This design comes from an exercise in tuning for small area, a short achievable clock period and few clock cycles on the open sky130 flow, not from production work.
Function was checked by simulation only, so behaviour that the tests miss may differ from the original.

==> 04-27: inputs <==
## rsa_core
module rsa_core #(
    parameter WIDTH = 32
)(
    input  wire                 clk,
    input  wire                 rst,
    input  wire                 start,
    input  wire [WIDTH-1:0]     m_in,
    input  wire [WIDTH-1:0]     e_in,
    input  wire [WIDTH-1:0]     n_in,
    output reg  [WIDTH-1:0]     out,
    output reg                  busy,
    output reg                  done
);
Settings: LEC_CHECK=0, CAP_MARGIN=30, CORE_MARGIN=2, CORE_UTILIZATION=40, SETUP_SLACK_MARGIN=5, SLEW_MARGIN=30, SYNTH_HIERARCHICAL=1; clock period 375.0 ns.
run.sh (not shown) runs the stock make flow with config.mk's settings and CLKGATE_MAP_FILE= SYNTH_SCRIPT=/design/flow/synth_recipe.tcl, a recipe that flattens the netlist after the stock synthesis.
==> inputs of 05-22, as changes to 04-27 <==
--- a/flow/design.v
+++ b/flow/design.v
@@ -30,100 +30,72 @@
 wire [31:0] A = ({32{sel_r}} & r) | ({32{sel_m}} & m_r) | ({32{sel_3}} & out) |
                 {31'd0, fin_op};
 wire [31:0] B = r;
 wire [31:0] N = n_r;
 wire [32:0] D;
 wire [32:0] dc;
-assign D[0]  = ~B[0];
+assign D[0]  = ~B[0];           
 assign dc[1] = B[0];
 genvar i, j;
 generate
     for (j = 1; j < 32; j = j + 1) begin : g_d
-        rsa_fa u_fa (.a(B[j]), .b(N[j]), .c(dc[j]), .s(D[j]), .co(dc[j+1]));
+        assign D[j]    = B[j] ^ N[j] ^ dc[j];
+        assign dc[j+1] = (B[j] & N[j]) | ((B[j] ^ N[j]) & dc[j]);
     end
 endgenerate
 assign D[32] = dc[32];
 wire [32:0] nS [0:32];
-generate
-    if (1) begin : g_row0
-        wire sb0 = A[0] & ~B[0];
-        wire sd0 = A[0] & B[0];
-        wire [32:1] nX0;
-        for (j = 1; j < 32; j = j + 1) begin : g_x
-            assign nX0[j] = ~((sb0 & B[j]) | (sd0 & D[j]));
-        end
-        assign nX0[32] = ~(sd0 & D[32]);
-        assign nS[1] = {1'b1, nX0[32:1]};
-    end
-    for (i = 1; i < 32; i = i + 1) begin : g_row
+assign nS[0] = {33{1'b1}};
+generate
+    for (i = 0; i < 32; i = i + 1) begin : g_row
         wire sb, sn, sd;
         wire [32:0] nX;
         wire [33:0] nc;
         wire [33:0] nT;
         rsa_ctl  u_ctl  (.ns0(nS[i][0]), .a(A[i]), .b0(B[0]),
                          .sb(sb), .sn(sn), .sd(sd));
         rsa_sel1 u_sel1 (.ns0(nS[i][0]), .a(A[i]), .b0(B[0]),
                          .b(B[1]), .n(N[1]), .d(D[1]), .nx(nX[1]));
         rsa_sel  u_sel  (.sb(sb), .sn(sn), .sd(sd), .B(B[31:2]), .N(N[31:2]),
                          .D(D[32:2]), .nX(nX[32:2]));
         assign nX[0] = 1'b1;            
-        if (1) begin : g_add
-            assign nc[1] = nS[i][0];    
-            for (j = 1; j < 32; j = j + 1) begin : g_fa
-                rsa_fa u_fa (.a(nS[i][j]), .b(nX[j]), .c(nc[j]),
-                             .s(nT[j]), .co(nc[j+1]));
-            end
-            if (i == 1) begin : g_top1
-                assign nT[32] = ~(nX[32] ^ nc[32]);
-                assign nc[33] = nX[32] | nc[32];
-            end else begin : g_top
-                rsa_fa u_fa (.a(nS[i][32]), .b(nX[32]), .c(nc[32]),
-                             .s(nT[32]), .co(nc[33]));
-            end
-            assign nT[33] = nc[33];
-            assign nS[i+1] = nT[33:1];
-        end
+        assign nT[0] = 1'b1;
+        assign nc[1] = nS[i][0];
+        for (j = 1; j < 33; j = j + 1) begin : g_fa
+            assign nT[j]   = (nS[i][j] ^ nX[j]) ^ nc[j];
+            assign nc[j+1] = (nS[i][j] & nX[j]) | ((nS[i][j] ^ nX[j]) & nc[j]);
+        end
+        assign nT[33] = nc[33];
+        assign nS[i+1] = nT[33:1];
     end
 endgenerate
 wire [32:0] nV = (state == DBL)  ? ~{r, 1'b0} :
                  (state == SKIP) ? ~33'd1 :
                                    nS[32];
 wire [33:0] unc;
 wire [32:0] nU;
-assign nU[0]  = ~nV[0];          
-assign unc[1] = nV[0];
-generate
-    for (j = 1; j < 32; j = j + 1) begin : g_sub
-        rsa_fa u_fa (.a(nV[j]), .b(N[j]), .c(unc[j]), .s(nU[j]), .co(unc[j+1]));
-    end
-endgenerate
-assign nU[32]  = nV[32] ^ unc[32];
-assign unc[33] = nV[32] & unc[32];
+wire [32:0] Nx = {1'b0, N};
+assign unc[0] = 1'b0;
+generate
+    for (j = 0; j < 33; j = j + 1) begin : g_sub
+        assign nU[j]    = nV[j] ^ Nx[j] ^ unc[j];
+        assign unc[j+1] = (nV[j] & Nx[j]) | ((nV[j] ^ Nx[j]) & unc[j]);
+    end
+endgenerate
 wire [31:0] red = unc[33] ? ~nV[31:0] : ~nU[31:0];
-wire n_16 = &n_in[31:27];                               
-wire n_4  = n_in[31] & n_in[30] & (n_in[29] | n_in[28]);  
-wire n_2  = n_in[31] & (n_in[30] | n_in[29]);           
-wire n_big = n_2;
-wire [31:0] r_init = n_16 ? {~n_in[27:1], 1'b1, 4'd0} :    
-                     n_4  ? {~n_in[29:1], 1'b1, 2'd0} :    
-                     n_2  ? {~n_in[30:1], 1'b1, 1'b0} :    
-                     n_in[31] ? {~n_in[31:1], 1'b1} :      
-                                32'd1;
-wire [5:0] cnt_init = n_16 ? 6'd2 : n_4 ? 6'd3 : n_2 ? 6'd4 :
-                      n_in[31] ? 6'd0 : 6'd32;
 wire shift_skip = ~ex[32];
 always @(posedge clk) begin
     if (rst) begin
         state <= IDLE;
         busy  <= 1'b0;
         done  <= 1'b0;
     end else begin
         case (state)
             IDLE:  if (start) begin
                        busy  <= 1'b1;
-                       state <= n_big ? CHAIN : DBL;
+                       state <= DBL;
                    end
             DBL:   if (cnt == 6'd0) state <= CHAIN;
             CHAIN: if (cnt == 6'd0) state <= CONV;
             CONV:  state <= (ex[32] && !last) ? P1 : SKIP;
             SKIP:  if (ex[32]) begin
                        if (last) begin
@@ -163,14 +135,14 @@
 always @(posedge clk) n_r <= n_in;
 always @(posedge clk) begin
     case (state)
         IDLE: begin
             m_r <= m_in;
             ex  <= {e_in, 1'b1};
-            r   <= r_init;
-            cnt <= cnt_init;
+            r   <= n_in[31] ? {~n_in[31:1], 1'b1} : 32'd1;
+            cnt <= n_in[31] ? 6'd0 : 6'd32;
         end
         DBL: begin
             r <= red;
             if (shift_skip) ex <= {ex[31:0], 1'b0};
             cnt <= (cnt == 6'd0) ? 6'd4 : cnt - 6'd1;
         end
@@ -252,16 +224,6 @@
     input  wire d,
     output wire nx
 );
 wire q = ~ns0 ^ (a & b0);
 assign nx = ~(q ? (a ? d : n) : (a & b));
 endmodule
-module rsa_fa (
-    input  wire a,
-    input  wire b,
-    input  wire c,
-    output wire s,
-    output wire co
-);
-assign s  = (a ^ b) ^ c;
-assign co = (a & b) | ((a ^ b) & c);
-endmodule
==> notes <==
04-27 finished clean. 05-22 completed and failed the layout checks on max-slew violations.
Sequential share of layout area is about the same in 05-22 and 04-27.
Between 05-22 and 04-27, the lower fmax is in 04-27 (gap 1.2%, measured against 04-27).
In 05-22 the core utilization is higher than in 04-27, by 0.24 points.
Between 04-27 and 05-22, the lower area after synthesis is in 04-27 (gap about 0.5%, measured against 05-22).
Against 05-22, the non-clock buffer count of 04-27 is lower by 41.
Cell count: 05-22 is larger than 04-27 (1.6%).
Between 05-22 and 04-27, the lower worst hold slack is in 05-22 (gap 54 ps).
==> figures <==
	04-27	05-22
Number of detailed-routing iterations run before antenna repair	14	20
Fin Clk Skew	14.5 ps	14.6 ps
Adder-cell area share of the yosys netlist	48.9%	48.7%
Inverters, non-clock	62	241
Post-Place Worst Slack	297340 ps	298500 ps
Data buffer area share	5.75%	6.33%
Flop2flop setup slack	315380 ps	315200 ps
Area fraction of the dominant cell type after synthesis	48.8%	48.6%
Final Worst Setup Slack	297680 ps	298600 ps
Result of the run	finished clean	finished with violations
Violated checks	-	max-slew violations
Seq area share	10.3%	10.3%
Hold Startpoint	done	busy
Critical path startpoint category	input pin	register
Cell area after synthesis	0.0432 mm²	0.0434 mm²
Number of cells on the worst reg-to-reg path	167	169
Number of sinks handled by clock tree synthesis	172	173
Testbench counts of 04-27, summed over its fixed seeds: cycles 12,652.
Testbench counts of 05-22, summed over its fixed seeds: cycles 12,946.

---

==> run H <==
==> flow/design.v <==
`timescale 1ns/1ps
module rsa_core #(
    parameter WIDTH = 32
)(
    input  wire                 clk,
    input  wire                 rst,
    input  wire                 start,
    input  wire [WIDTH-1:0]     m_in,
    input  wire [WIDTH-1:0]     e_in,
    input  wire [WIDTH-1:0]     n_in,
    output reg  [WIDTH-1:0]     out,
    output reg                  busy,
    output reg                  done
);
localparam [3:0] IDLE = 4'd0, DBL = 4'd1, CHAIN = 4'd2, CONV = 4'd3,
                 SKIP = 4'd4, P1 = 4'd5, P2 = 4'd6, SQ = 4'd7, SQ2 = 4'd8,
                 MUL = 4'd9, MUL3 = 4'd10, FIN = 4'd11;
reg [3:0]  state;
reg [31:0] r;        
reg [31:0] n_r;      
reg [31:0] m_r;      
reg [32:0] ex;       
reg [5:0]  cnt;
wire last = (ex[31:0] == 32'd0);    
wire pair = ex[31] & (ex[30:0] != 31'd0);
wire fin_op = ((state == SQ) | (state == P1)) & last;
wire sel_r = ((state == CHAIN) | (state == SQ) | (state == SQ2) | (state == P1)) & ~fin_op;
wire sel_m = (state == CONV) | (state == MUL) | (state == P2);
wire sel_3 = (state == MUL3);
wire [31:0] A = ({32{sel_r}} & r) | ({32{sel_m}} & m_r) | ({32{sel_3}} & out) |
                {31'd0, fin_op};
wire [31:0] B = r;
wire [31:0] N = n_r;
wire [32:0] D;
wire [32:0] dc;
assign D[0]  = ~B[0];           
assign dc[1] = B[0];
genvar i, j;
generate
    for (j = 1; j < 32; j = j + 1) begin : g_d
        assign D[j]    = B[j] ^ N[j] ^ dc[j];
        assign dc[j+1] = (B[j] & N[j]) | ((B[j] ^ N[j]) & dc[j]);
    end
endgenerate
assign D[32] = dc[32];
wire [32:0] nS [0:32];
assign nS[0] = {33{1'b1}};
generate
    for (i = 0; i < 32; i = i + 1) begin : g_row
        wire sb, sn, sd;
        wire [32:0] nX;
        wire [33:0] nc;
        wire [33:0] nT;
        rsa_ctl  u_ctl  (.ns0(nS[i][0]), .a(A[i]), .b0(B[0]),
                         .sb(sb), .sn(sn), .sd(sd));
        rsa_sel1 u_sel1 (.ns0(nS[i][0]), .a(A[i]), .b0(B[0]),
                         .b(B[1]), .n(N[1]), .d(D[1]), .nx(nX[1]));
        rsa_sel  u_sel  (.sb(sb), .sn(sn), .sd(sd), .B(B[31:2]), .N(N[31:2]),
                         .D(D[32:2]), .nX(nX[32:2]));
        assign nX[0] = 1'b1;            
        assign nT[0] = 1'b1;
        assign nc[1] = nS[i][0];
        for (j = 1; j < 33; j = j + 1) begin : g_fa
            assign nT[j]   = (nS[i][j] ^ nX[j]) ^ nc[j];
            assign nc[j+1] = (nS[i][j] & nX[j]) | ((nS[i][j] ^ nX[j]) & nc[j]);
        end
        assign nT[33] = nc[33];
        assign nS[i+1] = nT[33:1];
    end
endgenerate
wire [32:0] nV = (state == DBL)  ? ~{r, 1'b0} :
                 (state == SKIP) ? ~33'd1 :
                                   nS[32];
wire [33:0] unc;
wire [32:0] nU;
wire [32:0] Nx = {1'b0, N};
assign unc[0] = 1'b0;
generate
    for (j = 0; j < 33; j = j + 1) begin : g_sub
        assign nU[j]    = nV[j] ^ Nx[j] ^ unc[j];
        assign unc[j+1] = (nV[j] & Nx[j]) | ((nV[j] ^ Nx[j]) & unc[j]);
    end
endgenerate
wire [31:0] red = unc[33] ? ~nV[31:0] : ~nU[31:0];
wire n_16 = &n_in[31:27];                               
wire n_4  = n_in[31] & n_in[30] & (n_in[29] | n_in[28]);  
wire n_2  = n_in[31] & (n_in[30] | n_in[29]);           
wire n_big = n_2;
wire [31:0] r_init = n_16 ? {~n_in[27:1], 1'b1, 4'd0} :    
                     n_4  ? {~n_in[29:1], 1'b1, 2'd0} :    
                     n_2  ? {~n_in[30:1], 1'b1, 1'b0} :    
                     n_in[31] ? {~n_in[31:1], 1'b1} :      
                                32'd1;
wire [5:0] cnt_init = n_16 ? 6'd2 : n_4 ? 6'd3 : n_2 ? 6'd4 :
                      n_in[31] ? 6'd0 : 6'd32;
wire shift_skip = ~ex[32];
always @(posedge clk) begin
    if (rst) begin
        state <= IDLE;
        busy  <= 1'b0;
        done  <= 1'b0;
    end else begin
        case (state)
            IDLE:  if (start) begin
                       busy  <= 1'b1;
                       state <= n_big ? CHAIN : DBL;
                   end
            DBL:   if (cnt == 6'd0) state <= CHAIN;
            CHAIN: if (cnt == 6'd0) state <= CONV;
            CONV:  state <= (ex[32] && !last) ? P1 : SKIP;
            SKIP:  if (ex[32]) begin
                       if (last) begin
                           busy  <= 1'b0;
                           done  <= 1'b1;
                           state <= FIN;
                       end else begin
                           state <= P1;
                       end
                   end
            P1:    if (last) begin
                       busy  <= 1'b0;
                       done  <= 1'b1;
                       state <= FIN;
                   end else begin
                       state <= P2;
                   end
            P2:    state <= SQ;
            SQ:    if (last) begin
                       busy  <= 1'b0;
                       done  <= 1'b1;
                       state <= FIN;
                   end else if (ex[32]) begin
                       state <= pair ? SQ2 : MUL;
                   end
            SQ2:   state <= MUL3;
            MUL:   state <= SQ;
            MUL3:  state <= SQ;
            FIN:   if (!start) begin
                       done  <= 1'b0;
                       state <= IDLE;
                   end
            default: state <= IDLE;
        endcase
    end
end
always @(posedge clk) n_r <= n_in;
always @(posedge clk) begin
    case (state)
        IDLE: begin
            m_r <= m_in;
            ex  <= {e_in, 1'b1};
            r   <= r_init;
            cnt <= cnt_init;
        end
        DBL: begin
            r <= red;
            if (shift_skip) ex <= {ex[31:0], 1'b0};
            cnt <= (cnt == 6'd0) ? 6'd4 : cnt - 6'd1;
        end
        CHAIN: begin
            r <= red;
            if (shift_skip) ex <= {ex[31:0], 1'b0};
            cnt <= cnt - 6'd1;
        end
        CONV: begin
            r <= red;
            m_r <= red;
            if (shift_skip || !last) ex <= {ex[31:0], 1'b0};
        end
        SKIP: begin
            if (ex[32] && last) out <= red;    
            if (shift_skip || !last) ex <= {ex[31:0], 1'b0};
        end
        P1: begin
            if (last) out <= red;            
            else      r   <= red;
        end
        P2: begin
            out <= red;
            if (ex[32]) r <= red;
            ex <= {ex[31:0], 1'b0};
        end
        SQ: begin
            if (last) out <= red;            
            else      r   <= red;
            if (!ex[32] || pair) ex <= {ex[31:0], 1'b0};
        end
        SQ2: begin
            r <= red;
        end
        MUL, MUL3: begin
            r <= red;
            ex  <= {ex[31:0], 1'b0};
        end
        default: ;
    endcase
end
endmodule
module rsa_ctl (
    input  wire ns0,    
    input  wire a,      
    input  wire b0,     
    output wire sb,
    output wire sn,
    output wire sd
);
wire q = ~ns0 ^ (a & b0);
assign sb = a & ~q;
assign sn = ~a & q;
assign sd = a & q;
endmodule
module rsa_sel (
    input  wire        sb,
    input  wire        sn,
    input  wire        sd,
    input  wire [31:2] B,
    input  wire [31:2] N,
    input  wire [32:2] D,
    output wire [32:2] nX
);
genvar j;
generate
    for (j = 2; j < 32; j = j + 1) begin : g_x
        assign nX[j] = ~((sb & B[j]) | (sn & N[j]) | (sd & D[j]));
    end
endgenerate
assign nX[32] = ~(sd & D[32]);
endmodule
module rsa_sel1 (
    input  wire ns0,
    input  wire a,
    input  wire b0,
    input  wire b,
    input  wire n,
    input  wire d,
    output wire nx
);
wire q = ~ns0 ^ (a & b0);
assign nx = ~(q ? (a ? d : n) : (a & b));
endmodule
==> flow/run.sh <==
#!/bin/bash
# synth_recipe.tcl (not shown) runs the flow's synth.tcl, then flattens the netlist and writes it again
# the make line also repeats each setting of config.mk as NAME=value (left out here)
make -C /OpenROAD-flow-scripts/flow DESIGN_CONFIG=/design/flow/config.mk WORK_HOME=/design/flow/orfs CLKGATE_MAP_FILE= SYNTH_SCRIPT=/design/flow/synth_recipe.tcl finish
==> flow/config.mk <==
export PLATFORM = sky130hd
export DESIGN_NAME = rsa_core
export DESIGN_NICKNAME = rsa_core
export VERILOG_FILES = /design/flow/design.v
export SDC_FILE = /design/flow/constraint.sdc
export NUM_CORES = 8
export LEC_CHECK = 0
export CAP_MARGIN = 30
export CORE_MARGIN = 2
export CORE_UTILIZATION = 40
export SETUP_SLACK_MARGIN = 5
export SLEW_MARGIN = 30
export SYNTH_HIERARCHICAL = 1
==> flow/constraint.sdc <==
create_clock -name core_clock -period 375.0 [get_ports {clk}]
set_input_delay 75.0000 -clock core_clock [delete_from_list [all_inputs] [get_ports {clk}]]
set_output_delay 75.0000 -clock core_clock [all_outputs]
set_load 0.01 [all_outputs]
==> run D: changes against run H <==
--- a/flow/design.v
+++ b/flow/design.v
@@ -19,10 +19,12 @@
 reg [31:0] r;        
 reg [31:0] n_r;      
 reg [31:0] m_r;      
-reg [32:0] ex;       
+reg [5:0]  p;
+reg        cb, nb;
 reg [5:0]  cnt;
-wire last = (ex[31:0] == 32'd0);    
-wire pair = ex[31] & (ex[30:0] != 31'd0);
+wire last = p[5];                   
+wire cur  = cb | last;              
+wire pair = nb;                     
 wire fin_op = ((state == SQ) | (state == P1)) & last;
 wire sel_r = ((state == CHAIN) | (state == SQ) | (state == SQ2) | (state == P1)) & ~fin_op;
 wire sel_m = (state == CONV) | (state == MUL) | (state == P2);
@@ -33,20 +35,28 @@
 wire [31:0] N = n_r;
 wire [32:0] D;
 wire [32:0] dc;
-assign D[0]  = ~B[0];           
+assign D[0]  = ~B[0];
 assign dc[1] = B[0];
 genvar i, j;
 generate
     for (j = 1; j < 32; j = j + 1) begin : g_d
-        assign D[j]    = B[j] ^ N[j] ^ dc[j];
-        assign dc[j+1] = (B[j] & N[j]) | ((B[j] ^ N[j]) & dc[j]);
+        rsa_fa u_fa (.a(B[j]), .b(N[j]), .c(dc[j]), .s(D[j]), .co(dc[j+1]));
     end
 endgenerate
 assign D[32] = dc[32];
 wire [32:0] nS [0:32];
-assign nS[0] = {33{1'b1}};
-generate
-    for (i = 0; i < 32; i = i + 1) begin : g_row
+generate
+    if (1) begin : g_row0
+        wire sb0 = A[0] & ~B[0];
+        wire sd0 = A[0] & B[0];
+        wire [32:1] nX0;
+        for (j = 1; j < 32; j = j + 1) begin : g_x
+            assign nX0[j] = ~((sb0 & B[j]) | (sd0 & D[j]));
+        end
+        assign nX0[32] = ~(sd0 & D[32]);
+        assign nS[1] = {1'b1, nX0[32:1]};
+    end
+    for (i = 1; i < 32; i = i + 1) begin : g_row
         wire sb, sn, sd;
         wire [32:0] nX;
         wire [33:0] nc;
@@ -58,14 +68,22 @@
         rsa_sel  u_sel  (.sb(sb), .sn(sn), .sd(sd), .B(B[31:2]), .N(N[31:2]),
                          .D(D[32:2]), .nX(nX[32:2]));
         assign nX[0] = 1'b1;            
-        assign nT[0] = 1'b1;
-        assign nc[1] = nS[i][0];
-        for (j = 1; j < 33; j = j + 1) begin : g_fa
-            assign nT[j]   = (nS[i][j] ^ nX[j]) ^ nc[j];
-            assign nc[j+1] = (nS[i][j] & nX[j]) | ((nS[i][j] ^ nX[j]) & nc[j]);
-        end
-        assign nT[33] = nc[33];
-        assign nS[i+1] = nT[33:1];
+        if (1) begin : g_add
+            assign nc[1] = nS[i][0];    
+            for (j = 1; j < 32; j = j + 1) begin : g_fa
+                rsa_fa u_fa (.a(nS[i][j]), .b(nX[j]), .c(nc[j]),
+                             .s(nT[j]), .co(nc[j+1]));
+            end
+            if (i == 1) begin : g_top1
+                assign nT[32] = ~(nX[32] ^ nc[32]);
+                assign nc[33] = nX[32] | nc[32];
+            end else begin : g_top
+                rsa_fa u_fa (.a(nS[i][32]), .b(nX[32]), .c(nc[32]),
+                             .s(nT[32]), .co(nc[33]));
+            end
+            assign nT[33] = nc[33];
+            assign nS[i+1] = nT[33:1];
+        end
     end
 endgenerate
 wire [32:0] nV = (state == DBL)  ? ~{r, 1'b0} :
@@ -73,27 +91,38 @@
                                    nS[32];
 wire [33:0] unc;
 wire [32:0] nU;
-wire [32:0] Nx = {1'b0, N};
-assign unc[0] = 1'b0;
-generate
-    for (j = 0; j < 33; j = j + 1) begin : g_sub
-        assign nU[j]    = nV[j] ^ Nx[j] ^ unc[j];
-        assign unc[j+1] = (nV[j] & Nx[j]) | ((nV[j] ^ Nx[j]) & unc[j]);
-    end
-endgenerate
+assign nU[0]  = ~nV[0];          
+assign unc[1] = nV[0];
+generate
+    for (j = 1; j < 32; j = j + 1) begin : g_sub
+        rsa_fa u_fa (.a(nV[j]), .b(N[j]), .c(unc[j]), .s(nU[j]), .co(unc[j+1]));
+    end
+endgenerate
+assign nU[32]  = nV[32] ^ unc[32];
+assign unc[33] = nV[32] & unc[32];
 wire [31:0] red = unc[33] ? ~nV[31:0] : ~nU[31:0];
-wire n_16 = &n_in[31:27];                               
-wire n_4  = n_in[31] & n_in[30] & (n_in[29] | n_in[28]);  
-wire n_2  = n_in[31] & (n_in[30] | n_in[29]);           
+wire n_16 = &n_in[31:27];                                  
+wire n_4  = n_in[31] & n_in[30] & (n_in[29] | n_in[28]);   
+wire n_2  = n_in[31] & (n_in[30] | n_in[29]);              
 wire n_big = n_2;
-wire [31:0] r_init = n_16 ? {~n_in[27:1], 1'b1, 4'd0} :    
-                     n_4  ? {~n_in[29:1], 1'b1, 2'd0} :    
-                     n_2  ? {~n_in[30:1], 1'b1, 1'b0} :    
-                     n_in[31] ? {~n_in[31:1], 1'b1} :      
-                                32'd1;
+wire s16 = n_16;                     
+wire s4  = n_4 & ~n_in[27] |         
+           n_4 & ~(n_in[29] & n_in[28]);
+wire s2  = n_2 & ~n_4;               
+wire s1  = n_in[31] & ~n_2;          
+wire s0  = ~n_in[31];                
+wire [35:0] cx = {~n_in[31:1], 1'b1, 4'd0};    
+wire [31:0] r_init;
+generate
+    for (j = 0; j < 32; j = j + 1) begin : g_init
+        assign r_init[j] = (s16 & cx[j])     | (s4 & cx[j + 2]) |
+                           (s2 & cx[j + 3])  | (s1 & cx[j + 4]) |
+                           ((j == 0) ? s0 : 1'b0);
+    end
+endgenerate
 wire [5:0] cnt_init = n_16 ? 6'd2 : n_4 ? 6'd3 : n_2 ? 6'd4 :
                       n_in[31] ? 6'd0 : 6'd32;
-wire shift_skip = ~ex[32];
+wire shift_skip = ~cur;
 always @(posedge clk) begin
     if (rst) begin
         state <= IDLE;
@@ -107,8 +136,8 @@
                    end
             DBL:   if (cnt == 6'd0) state <= CHAIN;
             CHAIN: if (cnt == 6'd0) state <= CONV;
-            CONV:  state <= (ex[32] && !last) ? P1 : SKIP;
-            SKIP:  if (ex[32]) begin
+            CONV:  state <= (cur && !last) ? P1 : SKIP;
+            SKIP:  if (cur) begin
                        if (last) begin
                            busy  <= 1'b0;
                            done  <= 1'b1;
@@ -129,7 +158,7 @@
                        busy  <= 1'b0;
                        done  <= 1'b1;
                        state <= FIN;
-                   end else if (ex[32]) begin
+                   end else if (cur) begin
                        state <= pair ? SQ2 : MUL;
                    end
             SQ2:   state <= MUL3;
@@ -144,32 +173,44 @@
     end
 end
 always @(posedge clk) n_r <= n_in;
+wire shift = ((state == DBL) | (state == CHAIN)) & shift_skip |
+             ((state == CONV) | (state == SKIP)) & (shift_skip | ~last) |
+             (state == P2) | (state == MUL) | (state == MUL3) |
+             (state == SQ) & (shift_skip | pair);
+wire [4:0] p2 = p[4:0] - 5'd2;
+wire nb_next = e_in[p2] & ~p[5] & (p[4:1] != 4'd0);    
+always @(posedge clk) begin
+    if (state == IDLE) begin
+        p  <= 6'd31;
+        cb <= e_in[31];
+        nb <= e_in[30];
+    end else if (shift) begin
+        p  <= p - 6'd1;
+        cb <= nb;
+        nb <= nb_next;
+    end
+end
 always @(posedge clk) begin
     case (state)
         IDLE: begin
             m_r <= m_in;
-            ex  <= {e_in, 1'b1};
             r   <= r_init;
             cnt <= cnt_init;
         end
         DBL: begin
             r <= red;
-            if (shift_skip) ex <= {ex[31:0], 1'b0};
             cnt <= (cnt == 6'd0) ? 6'd4 : cnt - 6'd1;
         end
         CHAIN: begin
             r <= red;
-            if (shift_skip) ex <= {ex[31:0], 1'b0};
             cnt <= cnt - 6'd1;
         end
         CONV: begin
             r <= red;
             m_r <= red;
-            if (shift_skip || !last) ex <= {ex[31:0], 1'b0};
         end
         SKIP: begin
-            if (ex[32] && last) out <= red;    
-            if (shift_skip || !last) ex <= {ex[31:0], 1'b0};
+            if (cur && last) out <= red;    
         end
         P1: begin
             if (last) out <= red;            
@@ -177,20 +218,17 @@
         end
         P2: begin
             out <= red;
-            if (ex[32]) r <= red;
-            ex <= {ex[31:0], 1'b0};
+            if (cur) r <= red;
         end
         SQ: begin
             if (last) out <= red;            
             else      r   <= red;
-            if (!ex[32] || pair) ex <= {ex[31:0], 1'b0};
         end
         SQ2: begin
             r <= red;
         end
         MUL, MUL3: begin
             r <= red;
-            ex  <= {ex[31:0], 1'b0};
         end
         default: ;
     endcase
@@ -238,3 +276,13 @@
 wire q = ~ns0 ^ (a & b0);
 assign nx = ~(q ? (a ? d : n) : (a & b));
 endmodule
+module rsa_fa (
+    input  wire a,
+    input  wire b,
+    input  wire c,
+    output wire s,
+    output wire co
+);
+assign s  = (a ^ b) ^ c;
+assign co = (a & b) | ((a ^ b) & c);
+endmodule
==> flow/flow/run.sh (new file) <==
#!/bin/bash
set -euo pipefail
export BUFFER_PORTS_ARGS="-buffer_cell sky130_fd_sc_hd__buf_2"
bash standard.sh synth > synth.log 2>&1
bash standard.sh finish > layout.log 2>&1
==> flow/standard.sh (new file) <==
#!/bin/bash
# synth_recipe.tcl (not shown) runs the flow's synth.tcl, then flattens the netlist and writes it again
# the make line also repeats each setting of config.mk as NAME=value (left out here)
make -C /OpenROAD-flow-scripts/flow DESIGN_CONFIG=/design/flow/config.mk WORK_HOME=/design/flow/orfs CLKGATE_MAP_FILE= SYNTH_SCRIPT=/design/flow/synth_recipe.tcl "${@:-finish}"
removed: flow/run.sh
==> run C: changes against run H <==
==> flow/design.v (replaced) <==
`timescale 1ns/1ps
module rsa_core #(
    parameter WIDTH = 32
)(
    input  wire                 clk,
    input  wire                 rst,
    input  wire                 start,
    input  wire [WIDTH-1:0]     m_in,
    input  wire [WIDTH-1:0]     e_in,
    input  wire [WIDTH-1:0]     n_in,
    output reg  [WIDTH-1:0]     out,
    output reg                  busy,
    output reg                  done
);
localparam [3:0] IDLE = 4'd0, DBL = 4'd1, CHAIN = 4'd2, CONV = 4'd3,
                 SKIP = 4'd4, P1 = 4'd5, P2 = 4'd6, SQ = 4'd7, SQ2 = 4'd8,
                 MUL = 4'd9, MUL3 = 4'd10, FIN = 4'd11;
reg [3:0]  state;
reg [31:0] m3_r;     
reg [31:0] n_r;      
reg [31:0] m_r;      
reg [32:0] ex;       
reg [5:0]  cnt;
wire last = (ex[31:0] == 32'd0);    
wire pair = ex[31] & (ex[30:0] != 31'd0);
wire fin_op = ((state == SQ) | (state == P1)) & last;
wire sel_r = ((state == CHAIN) | (state == SQ) | (state == SQ2) | (state == P1)) & ~fin_op;
wire sel_m = (state == CONV) | (state == MUL) | (state == P2);
wire sel_3 = (state == MUL3);
wire [31:0] A = ({32{sel_r}} & out) | ({32{sel_m}} & m_r) | ({32{sel_3}} & m3_r) |
                {31'd0, fin_op};
wire [31:0] B = out;
wire [31:0] N = n_r;
wire [32:0] D;
wire [32:0] dc;
assign D[0]  = ~B[0];           
assign dc[1] = B[0];
genvar i, j;
generate
    for (j = 1; j < 32; j = j + 1) begin : g_d
        assign D[j]    = B[j] ^ N[j] ^ dc[j];
        assign dc[j+1] = (B[j] & N[j]) | ((B[j] ^ N[j]) & dc[j]);
    end
endgenerate
assign D[32] = dc[32];
wire [32:0] nS [0:32];
assign nS[0] = {33{1'b1}};
generate
    for (i = 0; i < 32; i = i + 1) begin : g_row
        wire q  = ~nS[i][0] ^ (A[i] & B[0]);
        wire sb = A[i] & ~q;
        wire sn = ~A[i] & q;
        wire sd = A[i] & q;
        wire [32:0] nX;
        wire [33:0] nc;
        wire [33:0] nT;
        rsa_sel u_sel (.sb(sb), .sn(sn), .sd(sd), .B(B), .N(N), .D(D), .nX(nX));
        assign nT[0] = 1'b1;
        assign nc[1] = nS[i][0];
        for (j = 1; j < 33; j = j + 1) begin : g_fa
            assign nT[j]   = (nS[i][j] ^ nX[j]) ^ nc[j];
            assign nc[j+1] = (nS[i][j] & nX[j]) | ((nS[i][j] ^ nX[j]) & nc[j]);
        end
        assign nT[33] = nc[33];
        assign nS[i+1] = nT[33:1];
    end
endgenerate
wire [32:0] nV = (state == DBL)  ? ~{out, 1'b0} :
                 (state == SKIP) ? ~33'd1 :
                                   nS[32];
wire [33:0] unc;
wire [32:0] nU;
wire [32:0] Nx = {1'b0, N};
assign unc[0] = 1'b0;
generate
    for (j = 0; j < 33; j = j + 1) begin : g_sub
        assign nU[j]    = nV[j] ^ Nx[j] ^ unc[j];
        assign unc[j+1] = (nV[j] & Nx[j]) | ((nV[j] ^ Nx[j]) & unc[j]);
    end
endgenerate
wire [31:0] red = unc[33] ? ~nV[31:0] : ~nU[31:0];
wire shift_skip = ~ex[32];
always @(posedge clk) begin
    if (rst) begin
        state <= IDLE;
        busy  <= 1'b0;
        done  <= 1'b0;
    end else begin
        case (state)
            IDLE:  if (start) begin
                       busy  <= 1'b1;
                       state <= DBL;
                   end
            DBL:   if (cnt == 6'd0) state <= CHAIN;
            CHAIN: if (cnt == 6'd0) state <= CONV;
            CONV:  state <= (ex[32] && !last) ? P1 : SKIP;
            SKIP:  if (ex[32]) begin
                       if (last) begin
                           busy  <= 1'b0;
                           done  <= 1'b1;
                           state <= FIN;
                       end else begin
                           state <= P1;
                       end
                   end
            P1:    if (last) begin
                       busy  <= 1'b0;
                       done  <= 1'b1;
                       state <= FIN;
                   end else begin
                       state <= P2;
                   end
            P2:    state <= SQ;
            SQ:    if (last) begin
                       busy  <= 1'b0;
                       done  <= 1'b1;
                       state <= FIN;
                   end else if (ex[32]) begin
                       state <= pair ? SQ2 : MUL;
                   end
            SQ2:   state <= MUL3;
            MUL:   state <= SQ;
            MUL3:  state <= SQ;
            FIN:   if (!start) begin
                       done  <= 1'b0;
                       state <= IDLE;
                   end
            default: state <= IDLE;
        endcase
    end
end
always @(posedge clk) begin
    case (state)
        IDLE: begin
            n_r <= n_in;
            m_r <= m_in;
            ex  <= {e_in, 1'b1};
            out <= n_in[31] ? {~n_in[31:1], 1'b1} : 32'd1;
            cnt <= n_in[31] ? 6'd0 : 6'd32;
        end
        DBL: begin
            out <= red;
            if (shift_skip) ex <= {ex[31:0], 1'b0};
            cnt <= (cnt == 6'd0) ? 6'd4 : cnt - 6'd1;
        end
        CHAIN: begin
            out <= red;
            if (shift_skip) ex <= {ex[31:0], 1'b0};
            cnt <= cnt - 6'd1;
        end
        CONV: begin
            out <= red;
            m_r <= red;
            if (shift_skip || !last) ex <= {ex[31:0], 1'b0};
        end
        SKIP: begin
            if (ex[32] && last) out <= red;      
            if (shift_skip || !last) ex <= {ex[31:0], 1'b0};
        end
        P1: begin
            out <= red;
        end
        P2: begin
            m3_r <= red;
            if (ex[32]) out <= red;
            ex <= {ex[31:0], 1'b0};
        end
        SQ: begin
            out <= red;
            if (!ex[32] || pair) ex <= {ex[31:0], 1'b0};
        end
        SQ2: begin
            out <= red;
        end
        MUL, MUL3: begin
            out <= red;
            ex  <= {ex[31:0], 1'b0};
        end
        default: ;
    endcase
end
endmodule
module rsa_sel (
    input  wire        sb,
    input  wire        sn,
    input  wire        sd,
    input  wire [31:0] B,
    input  wire [31:0] N,
    input  wire [32:0] D,
    output wire [32:0] nX
);
assign nX[0] = 1'b1;
genvar j;
generate
    for (j = 1; j < 32; j = j + 1) begin : g_x
        assign nX[j] = ~((sb & B[j]) | (sn & N[j]) | (sd & D[j]));
    end
endgenerate
assign nX[32] = ~(sd & D[32]);
endmodule
==> reports/summary.txt <==
Non-clk bufs -> 281
leading area contributor after synthesis -> fa_1
status -> timing/DRC/antenna clean
finished layout cell area -> 45200 um2
number of multi-input combinational cells -> 2869
multi-input combinational area share -> 80.8%
met2 Use GR -> 39.6%
ranking of synthesized cells by area -> fa_1 49%, a222oi_1 22%, edfxtp_1 7.3%
# the run above: run D

==> reports/summary.txt <==
multi-input combinational area share -> 77.3%
SO Faults -> max-slew violations
status -> failed layout checks
Pins Over Slew Limit -> 31
number of multi-input combinational cells -> 2867
# the run above: run H

==> reports/summary.txt <==
status -> timing/DRC/antenna clean
multi-input combinational area share -> 75.8%
n_diodes -> 1
met2 Use GR -> 50.5%
finished layout cell area -> 46700 um2
Non-clk bufs -> 356
number of multi-input combinational cells -> 2631
# the run above: run C

Testbench counts of run H, summed over its fixed seeds: cycles 12,652.
Testbench counts of run D, summed over its fixed seeds: cycles 12,652.
Testbench counts of run C, summed over its fixed seeds: cycles 12,946.

==> re-timing with driven ports <==
No port has a modelled driver above. Below, the same layouts with a new extraction and two added sets of constraints. Step 1 (the two cells are an assumption about what drives the block):
set clk [get_ports {clk}]
set_driving_cell -lib_cell sky130_fd_sc_hd__clkbuf_16 $clk
set_driving_cell -lib_cell sky130_fd_sc_hd__buf_2 [delete_from_list [all_inputs] $clk]
Step 2 also shifts input and output timing later by t, the mid clock arrival at the registers, as if the neighbouring blocks saw the same clock. Three values: ideal, step 1, step 2; two values: the first two.
| run | t, ns | slack for setup (ns) | worst hold slack (ns) | worst register clock-pin slew, ns | worst slew at a driven data input, ns |
|---|---|---|---|---|---|
| 04-27 | 0.506 | 297.679 / 297.706 / 297.200 | 0.523 / 0.523 / 0.523 | 0.08 / 0.08 | 0.08 |
| 05-22 | 0.517 | 298.598 / 298.542 / 298.409 | 0.469 / 0.469 / 0.469 | 0.08 / 0.08 | 0.06 |
| run H | 0.500 | 297.940 / 297.975 / 297.475 | 0.554 / 0.554 / 0.554 | 0.07 / 0.07 | 0.07 |
| run D | 0.479 | 298.450 / 298.482 / 298.002 | 0.499 / 0.499 / 0.499 | 0.07 / 0.07 | 0.04 |
| run C | 0.516 | 297.842 / 297.787 / 298.239 | 0.525 / 0.525 / 0.525 | 0.07 / 0.07 | 0.08 |
The setup slack of 04-27, which loses most, moves by +0.027 ns with the drivers and by -0.479 ns with both steps.
